From an optimization exercise on the open Yosys and OpenROAD flow, aimed at a short achievable clock period and few clock cycles; shortcuts taken in it are not production practice. In this exercise RTL edits were held to simulation tests only and were not proved equivalent to the original. Power is estimated from default activity; no workload was simulated.

Design y86_pipe, start of the top module:
module y86_pipe (
    input  wire             clk,
    input  wire             rst,
    output wire [63:0] imem_addr,
    input  wire [79:0] imem_data,
    output wire [63:0] dmem_addr,
    output wire [63:0] dmem_wdata,
    output wire             dmem_wen,
    input  wire [63:0] dmem_rdata,
    output wire [2:0] stat
);
  function cond;
    input [3:0] fn;
    input zf, lt;
    begin
      case (fn)
        4'H0: cond = 1'b1;
        4'H1:  cond = lt | zf;
        4'H2:   cond = lt;
        4'H3:   cond = zf;
        4'H4:  cond = ~zf;
        4'H5:  cond = ~lt;
        4'H6:   cond = ~lt & ~zf;
        default: cond = 1'b0;
      endcase
    end
  endfunction
  reg  [63:0] pc;
  reg  [63:0] ras;
  reg  [63:0] rf [0:14];
  reg  [1:0]  cc;               
  reg  [3:0]  E_ifun;
  reg  [2:0]  E_stat;
  reg  [3:0]  E_dstE, E_dstM;
  reg  [63:0] E_aluA, E_aluB, E_valA, E_pred;
  reg  [63:0] E_alt;            
  reg         E_sub, E_and, E_xor, E_ofen, E_op, E_rr, E_popret, E_store, E_memop, E_ret;
  reg         E_jpred;          
  reg         E_ld;             
  reg  [63:0] M_addr, M_wdata, M_valE, M_pred;
  ...
export LEC_CHECK = 0
export CAP_MARGIN = 20
export CORE_MARGIN = 2
export CORE_UTILIZATION = 30
export PLACE_DENSITY = 0.4
export SLEW_MARGIN = 20
export SYNTH_HIERARCHICAL = 1
create_clock -name core_clock -period 9.0 [get_ports {clk}]
standard.sh (not shown) runs the stock make flow with config.mk's settings and CLKGATE_MAP_FILE= SYNTH_SCRIPT=/design/flow/synth_recipe.tcl, a recipe that flattens the netlist after the stock synthesis.
==> flow/flow/run.sh <==
#!/bin/bash
# The standard layout (the standard.sh: standard synthesis, ORFS from
# floorplan to finish) with these changes to how it is made:
#  - the port buffers are buf_4 instead of the delay cell buffer_ports picks
#    by default (every port still gets its own buffer);
#  - the resizer may swap a cell for one of another footprint;
#  - timing repair aims for 6.5 ns of setup slack at the design's 9 ns clock;
set -euo pipefail
bash standard.sh \
  "BUFFER_PORTS_ARGS=-buffer_cell sky130_fd_sc_hd__buf_4" \
  "MATCH_CELL_FOOTPRINT=0" \
  "SETUP_SLACK_MARGIN=6.5" \
  "MAX_REPAIR_ANTENNAS_ITER_GRT=10" \
  "MAX_REPAIR_ANTENNAS_ITER_DRT=20" \
  finish > flow_make.log 2>&1
Testbench counts at the start, summed over its fixed seeds: cycles 190,999.
Edit:
--- a/flow/config.mk
+++ b/flow/config.mk
@@ -8,6 +8,6 @@
 export CAP_MARGIN = 20
 export CORE_MARGIN = 2
-export CORE_UTILIZATION = 30
-export PLACE_DENSITY = 0.4
+export CORE_UTILIZATION = 22
+export PLACE_DENSITY = 0.35
 export SLEW_MARGIN = 20
 export SYNTH_HIERARCHICAL = 1
The new run produced a clean layout.
Routed wire length climbs by 7.9%.
Clock skew climbs by 0.027 ns.
Power climbs by 1.8%.
Non-clock buffer count climbs by 209.
Synthesized cell count is unchanged.
Clock power climbs by about 1%.
Final cell count climbs by 11%.

## run E
Another version of the RTL of y86_pipe (not shown whole).
Size in the first run: about 1800 flip-flops, ~340 I/O pins, about 0.11 mm2 of cells after synthesis.
export LEC_CHECK = 0
export CAP_MARGIN = 20
export CORE_MARGIN = 2
export CORE_UTILIZATION = 22
export PLACE_DENSITY = 0.35
export SLEW_MARGIN = 20
export SYNTH_HIERARCHICAL = 1
create_clock -name core_clock -period 9.0 [get_ports {clk}]
Scripts as last shown in full above: flow/flow/run.sh
Run E completed every stage of the flow, and the final layout passed the timing, design-rule and antenna checks.
Testbench counts of run E, summed over its fixed seeds: cycles 190,999.
Modified inputs, run A compared to run E
Settings: swapping 22 for 30 in CORE_UTILIZATION; swapping 0.35 for 0.4 in PLACE_DENSITY.
Run A vs. run E: cell area after layout lower, post-placement setup slack went up 0.030 ns.
Looking at capture point of the worst path, the pc[51] result is from run A; the pc[0] one comes from run E.
Compared with run E, in run A via count normalized by instance count went up by 0.79; area enclosed by the die boundary has decreased.

[afterwards: timing with drivers on the ports]
Ports are ideal in the flow. The routed layouts listed here were re-timed in OpenROAD.
Step 1: set_driving_cell puts a clkbuf_16 on clk and a buf_2 on each other input, an assumption about the parent block.
Step 2 moves the port delays by t, midway between the first and last clock arrival at a register: inputs arrive t later, outputs are due t later. That takes back most of the time a late clock gives input paths.
Three values: ideal ports, drivers, drivers and shift; two values: the first two.
run	t (ns)	slack for setup (ns)	hold WS [ns]
the first run of note 1	1.082	5.084 / 5.081 / 4.038	0.287 / 0.287 / 0.287
the second run of note 1	1.108	5.207 / 5.170 / 4.077	0.284 / 0.284 / 0.284
run E	1.109	5.194 / 5.172 / 4.064	0.323 / 0.323 / 0.323
run A	1.083	5.051 / 5.051 / 4.057	0.323 / 0.323 / 0.323
After both steps setup and hold are still met in every run listed.
